This design comes from an exercise in tuning for small area and a short achievable clock period on the open sky130 flow, not from production work. Where RTL was checked, it was by simulation tests only, not by an equivalence proof against the original. Power figures rest on the tool's default switching activity, not on a simulated workload.

==> module top_module, before the edit <==
module top_module (
    input wire clk,
    input wire reset,
    input wire signed [15:0] x_in,
    input wire signed [15:0] d_in,
    output wire signed [15:0] y_out
);
    reg [15:0] d0;                  
    reg [15:0] dl [1:15];           
    reg        p1, n1;              
    reg        p16, n16;            
    reg [15:0] rz;
    reg [15:1] rp, rn;
    reg [5:1]  cz, cp, cn;          
    reg [15:0] y;
    reg        ep, en;              
    reg        kp, kn;              
    reg [3:0]  cnt;                 
    reg        v15;                 
    integer i;
    wire [15:0] d15 = v15 ? dl[15] : 16'd0;
    wire        p15 = (|d15) & ~d15[15];
    wire        n15 = d15[15];
    function [15:0] add16(input [15:0] a, input [15:0] b, input ci);
        reg [15:0] p, g, gg, pp;
        integer k, st;
        begin
            p = a ^ b;
            g = a & b;
            gg = g;
            pp = p;
            gg[0] = g[0] | (p[0] & ci);
            for (st = 1; st < 16; st = st * 2)
                for (k = 2 * st - 1; k < 16; k = k + 2 * st) begin
                    gg[k] = gg[k] | (pp[k] & gg[k-st]);
                    pp[k] = pp[k] & pp[k-st];
                end
            for (st = 4; st >= 1; st = st / 2)
                for (k = 3 * st - 1; k < 16; k = k + 2 * st) begin
                    gg[k] = gg[k] | (pp[k] & gg[k-st]);
                    pp[k] = pp[k] & pp[k-st];
                end
            add16 = p ^ {gg[14:0], ci};
        end
    endfunction
    function [4:0] rip(input [3:0] a, input [3:0] b, input ci, input integer n);
        reg [4:0] c;
        integer k;
        begin
            c = 5'd0;
            c[0] = ci;
            for (k = 0; k < n; k = k + 1)
                c[k+1] = (a[k] & b[k]) | (a[k] & c[k]) | (b[k] & c[k]);
            rip = {c[n], (a ^ b ^ c[3:0])};
        end
    endfunction
    function [20:0] acc(input [15:0] r, input [5:1] rc, input [15:0] x,
                        input s);
        reg [15:0] a;
        reg [4:0]  b0, b1, b2, b3, b4, b5;
        begin
            a = x ^ {16{s}};
            b0 = rip({1'b0, r[2:0]}, {1'b0, a[2:0]}, s, 3);
            b1 = rip({1'b0, r[5:3]}, {1'b0, a[5:3]}, rc[1], 3);
            b2 = rip({1'b0, r[8:6]}, {1'b0, a[8:6]}, rc[2], 3);
            b3 = rip({1'b0, r[11:9]}, {1'b0, a[11:9]}, rc[3], 3);
            b4 = rip({2'b0, r[13:12]}, {2'b0, a[13:12]}, rc[4], 2);
            b5 = rip({2'b0, r[15:14]}, {2'b0, a[15:14]}, rc[5], 2);
            acc = {b4[2], b3[3], b2[3], b1[3], b0[3],
                   b5[1:0], b4[1:0], b3[2:0], b2[2:0], b1[2:0], b0[2:0]};
        end
    endfunction
    wire [15:0] rpf = {rp, rz[0]};
    wire [15:0] rnf = {rn, rz[0]};
    wire [20:0] vp  = acc(rpf, cp, d0, ~p1);
    wire [20:0] vn  = acc(rnf, cn, d0, ~n1);
    wire [20:0] vz  = acc(rz, cz, d0, 1'b1);
    wire [20:0] rpn = acc(vp[15:0], vp[20:16], d15, p16);
    wire [20:0] rnn = acc(vn[15:0], vn[20:16], d15, n16);
    wire [20:0] rzn = acc(vz[15:0], vz[20:16], d15, 1'b0);
    wire [20:0] vk = kp ? vp : (kn ? vn : vz);
    wire [15:0] yn = vk[15:0] + {1'd0, vk[20], 1'd0, vk[19], 2'd0, vk[18], 2'd0, vk[17], 2'd0, vk[16], 3'd0};
    wire        eneg = add16(d_in, ~y, 1'b1) >> 15;    
    wire        enz  = |(d_in ^ y);                   
    always @(posedge clk or posedge reset) begin
        if (reset) begin
            d0  <= 16'd0;
            p1  <= 1'b0;
            n1  <= 1'b0;
            p16 <= 1'b0;
            n16 <= 1'b0;
            rz  <= 16'd0;
            rp  <= 15'd0;
            rn  <= 15'd0;
            cz  <= 5'd0;
            cp  <= 5'd0;
            cn  <= 5'd0;
            y   <= 16'd0;
            ep  <= 1'b0;
            en  <= 1'b0;
            kp  <= 1'b0;
            kn  <= 1'b0;
            cnt <= 4'd0;
            v15 <= 1'b0;
        end else begin
            d0  <= x_in;
            p1  <= (|d0) & ~d0[15];
            n1  <= d0[15];
            p16 <= p15;
            n16 <= n15;
            rz  <= rzn[15:0];
            rp  <= rpn[15:1];
            rn  <= rnn[15:1];
            cz  <= rzn[20:16];
            cp  <= rpn[20:16];
            cn  <= rnn[20:16];
            y   <= yn;
            ep  <= enz & ~eneg;
            en  <= eneg;
            kp  <= ep;
            kn  <= en;
            if (!v15) cnt <= cnt + 4'd1;
            if (cnt == 4'd14) v15 <= 1'b1;
        end
    end
    always @(posedge clk) begin
        dl[1] <= d0;
        for (i = 2; i < 16; i = i + 1)
            dl[i] <= dl[i-1];
    end
    assign y_out = y;
endmodule
==> flow/config.mk <==
export PLATFORM = sky130hd
export DESIGN_NAME = top_module
export DESIGN_NICKNAME = top_module
export VERILOG_FILES = /design/flow/design.v
export SDC_FILE = /design/flow/constraint.sdc
export NUM_CORES = 4
export LEC_CHECK = 0
export CAP_MARGIN = 20
export CORE_MARGIN = 2
export CORE_UTILIZATION = 45
export SLEW_MARGIN = 20
==> flow/constraint.sdc <==
create_clock -name core_clock -period 12.5 [get_ports {clk}]
set_input_delay 2.5000 -clock core_clock [delete_from_list [all_inputs] [get_ports {clk}]]
set_output_delay 2.5000 -clock core_clock [all_outputs]
set_load 0.01 [all_outputs]
standard.sh (not shown) runs the stock make flow with config.mk's settings and CLKGATE_MAP_FILE= SYNTH_SCRIPT=/design/flow/synth_recipe.tcl, a recipe that flattens the netlist after the stock synthesis.
==> flow/flow/run.sh <==
#!/bin/bash
# The standard ORFS layout (standard.sh), with these changes to how the
# layout is made:
# - after the standard synthesis, flow/polarity.py picks the polarity of each
#   full adder and xor cell so that fewer inverters are needed (full adders are
#   self-dual; xor2 and xnor2 absorb inversions). Registers, ports and other
#   cells are untouched. Yosys proves the result equivalent to the standard
#   netlist (flow/equiv.ys); if it cannot, the standard netlist is used as is;
# - repair_timing aims for setup slack beyond the clock's own (SETUP_SLACK_MARGIN),
#   so the layout is optimised for a shorter achieved period;
# - port buffers are a plain buf_2 instead of the resizer's default pick;
# - CTS: clkbuf_16 root, clkbuf_8 leaf buffers, no dummy loads, clusters of at most
#   20 sinks within 60 um.
# The clock period and constraints (constraint.sdc) are the standard flow's, unchanged.
# Logs: make_synth.log, polarity.log, equiv.log, make_standard.log here, and
# each ORFS step's log under orfs/logs.
set -euo pipefail
export SETUP_SLACK_MARGIN=8.9
export BUFFER_PORTS_ARGS="-buffer_cell sky130_fd_sc_hd__buf_2"
export CTS_ARGS="-sink_clustering_enable -repair_clock_nets -dont_use_dummy_load -root_buf sky130_fd_sc_hd__clkbuf_16 -buf_list sky130_fd_sc_hd__clkbuf_8 -sink_clustering_size 20 -sink_clustering_max_diameter 60"
RES="$PWD/orfs/results/$FLOW_PLATFORM/top_module/base"
YOSYS="$FLOW_HOME/../tools/install/yosys/bin/yosys"
LIB="$FLOW_HOME/platforms/$FLOW_PLATFORM/lib/sky130_fd_sc_hd__tt_025C_1v80.lib"

bash standard.sh "$RES/1_2_yosys.v" > make_synth.log 2>&1
mkdir -p pol
cp "$RES/1_2_yosys.v" pol/standard.v
cp "$LIB" pol/lib.lib
if python3 flow/polarity.py pol/standard.v pol/polarity.v > polarity.log 2>&1 &&
   (cd pol && "$YOSYS" -s ../flow/equiv.ys) > equiv.log 2>&1; then
  cp pol/polarity.v "$RES/1_2_yosys.v"
  echo "using the polarity netlist" >> polarity.log
else
  echo "using the standard netlist" >> polarity.log
fi
rm -f pol/lib.lib
touch "$RES/1_2_yosys.v"
bash standard.sh > make_standard.log 2>&1
Other scripts of this flow, unchanged in this note and not shown: flow/flow/equiv.ys, flow/flow/polarity.py
Next try:
--- a/flow/design.v
+++ b/flow/design.v
@@ -8,13 +8,13 @@
     reg [15:0] d0;                  
     reg [15:0] dl [1:15];           
     reg        p1, n1;              
     reg        p16, n16;            
     reg [15:0] rz;
     reg [15:1] rp, rn;
-    reg [5:1]  cz, cp, cn;          
+    reg [4:1]  cz, cp, cn;          
     reg [15:0] y;
     reg        ep, en;              
     reg        kp, kn;              
     reg [3:0]  cnt;                 
     reg        v15;                 
     integer i;
@@ -51,53 +51,52 @@
             c[0] = ci;
             for (k = 0; k < n; k = k + 1)
                 c[k+1] = (a[k] & b[k]) | (a[k] & c[k]) | (b[k] & c[k]);
             rip = {c[n], (a ^ b ^ c[3:0])};
         end
     endfunction
-    function [20:0] acc(input [15:0] r, input [5:1] rc, input [15:0] x,
+    function [19:0] acc(input [15:0] r, input [4:1] rc, input [15:0] x,
                         input s);
         reg [15:0] a;
-        reg [4:0]  b0, b1, b2, b3, b4, b5;
+        reg [4:0]  b0, b1, b2, b3, b4;
         begin
             a = x ^ {16{s}};
             b0 = rip({1'b0, r[2:0]}, {1'b0, a[2:0]}, s, 3);
             b1 = rip({1'b0, r[5:3]}, {1'b0, a[5:3]}, rc[1], 3);
             b2 = rip({1'b0, r[8:6]}, {1'b0, a[8:6]}, rc[2], 3);
             b3 = rip({1'b0, r[11:9]}, {1'b0, a[11:9]}, rc[3], 3);
-            b4 = rip({2'b0, r[13:12]}, {2'b0, a[13:12]}, rc[4], 2);
-            b5 = rip({2'b0, r[15:14]}, {2'b0, a[15:14]}, rc[5], 2);
-            acc = {b4[2], b3[3], b2[3], b1[3], b0[3],
-                   b5[1:0], b4[1:0], b3[2:0], b2[2:0], b1[2:0], b0[2:0]};
+            b4 = rip(r[15:12], a[15:12], rc[4], 4);
+            acc = {b3[4], b2[4], b1[4], b0[4],
+                   b4[3:0], b3[2:0], b2[2:0], b1[2:0], b0[2:0]};
         end
     endfunction
     wire [15:0] rpf = {rp, rz[0]};
     wire [15:0] rnf = {rn, rz[0]};
-    wire [20:0] vp  = acc(rpf, cp, d0, ~p1);
-    wire [20:0] vn  = acc(rnf, cn, d0, ~n1);
-    wire [20:0] vz  = acc(rz, cz, d0, 1'b1);
-    wire [20:0] rpn = acc(vp[15:0], vp[20:16], d15, p16);
-    wire [20:0] rnn = acc(vn[15:0], vn[20:16], d15, n16);
-    wire [20:0] rzn = acc(vz[15:0], vz[20:16], d15, 1'b0);
-    wire [20:0] vk = kp ? vp : (kn ? vn : vz);
-    wire [15:0] yn = vk[15:0] + {1'd0, vk[20], 1'd0, vk[19], 2'd0, vk[18], 2'd0, vk[17], 2'd0, vk[16], 3'd0};
+    wire [19:0] vp  = acc(rpf, cp, d0, ~p1);
+    wire [19:0] vn  = acc(rnf, cn, d0, ~n1);
+    wire [19:0] vz  = acc(rz, cz, d0, 1'b1);
+    wire [19:0] rpn = acc(vp[15:0], vp[19:16], d15, p16);
+    wire [19:0] rnn = acc(vn[15:0], vn[19:16], d15, n16);
+    wire [19:0] rzn = acc(vz[15:0], vz[19:16], d15, 1'b0);
+    wire [19:0] vk = kp ? vp : (kn ? vn : vz);
+    wire [15:0] yn = vk[15:0] + {3'd0, vk[19], 2'd0, vk[18], 2'd0, vk[17], 2'd0, vk[16], 3'd0};
     wire        eneg = add16(d_in, ~y, 1'b1) >> 15;    
     wire        enz  = |(d_in ^ y);                   
     always @(posedge clk or posedge reset) begin
         if (reset) begin
             d0  <= 16'd0;
             p1  <= 1'b0;
             n1  <= 1'b0;
             p16 <= 1'b0;
             n16 <= 1'b0;
             rz  <= 16'd0;
             rp  <= 15'd0;
             rn  <= 15'd0;
-            cz  <= 5'd0;
-            cp  <= 5'd0;
-            cn  <= 5'd0;
+            cz  <= 4'd0;
+            cp  <= 4'd0;
+            cn  <= 4'd0;
             y   <= 16'd0;
             ep  <= 1'b0;
             en  <= 1'b0;
             kp  <= 1'b0;
             kn  <= 1'b0;
             cnt <= 4'd0;
@@ -108,15 +107,15 @@
             n1  <= d0[15];
             p16 <= p15;
             n16 <= n15;
             rz  <= rzn[15:0];
             rp  <= rpn[15:1];
             rn  <= rnn[15:1];
-            cz  <= rzn[20:16];
-            cp  <= rpn[20:16];
-            cn  <= rnn[20:16];
+            cz  <= rzn[19:16];
+            cp  <= rpn[19:16];
+            cn  <= rnn[19:16];
             y   <= yn;
             ep  <= enz & ~eneg;
             en  <= eneg;
             kp  <= ep;
             kn  <= en;
             if (!v15) cnt <= cnt + 4'd1;
Outcome: The new run produced a clean layout; routed wire length rises by about 1.2%; clock skew stays flat; non-clock buffer count drops by 3; cell count barely changes; setup slack gets better by 0.021 ns; core utilization drops by 0.28 points; flip-flop and latch count drops by 3; worst hold slack is about the same; total power went up by about 2%.
Function not checked in the first run of this note: the RTL went through the layout flow alone.

[port drivers added, routing unchanged]
No port has a modelled driver above. Below, the same layouts with a new extraction and two added sets of constraints. Step 1 assumes that a clkbuf_16 drives the clock port and a buf_2 every other input. Step 2 moves the port delays by t, midway between the first and last clock arrival at a register: inputs arrive t later, outputs are due t later. That takes back most of the time a late clock gives input paths. Slacks: no drivers / after step 1 / after step 2; pairs: no drivers / after step 1.
run | shift t [ns] | setup WS [ns] | worst setup path at the end | slew at the worst register clock pin (ns) | worst slew at a driven data input, ns
the first run | 0.527 | 8.931 / 8.920 / 8.497 | input to register | 0.11 / 0.11 | 0.03
the second run | 0.521 | 8.952 / 8.902 / 8.557 | input to register | 0.11 / 0.11 | 0.04
After both steps setup and hold are still met in every run listed. The setup slack of the first run, which loses most, moves by -0.011 ns with the drivers and by -0.434 ns with both steps.
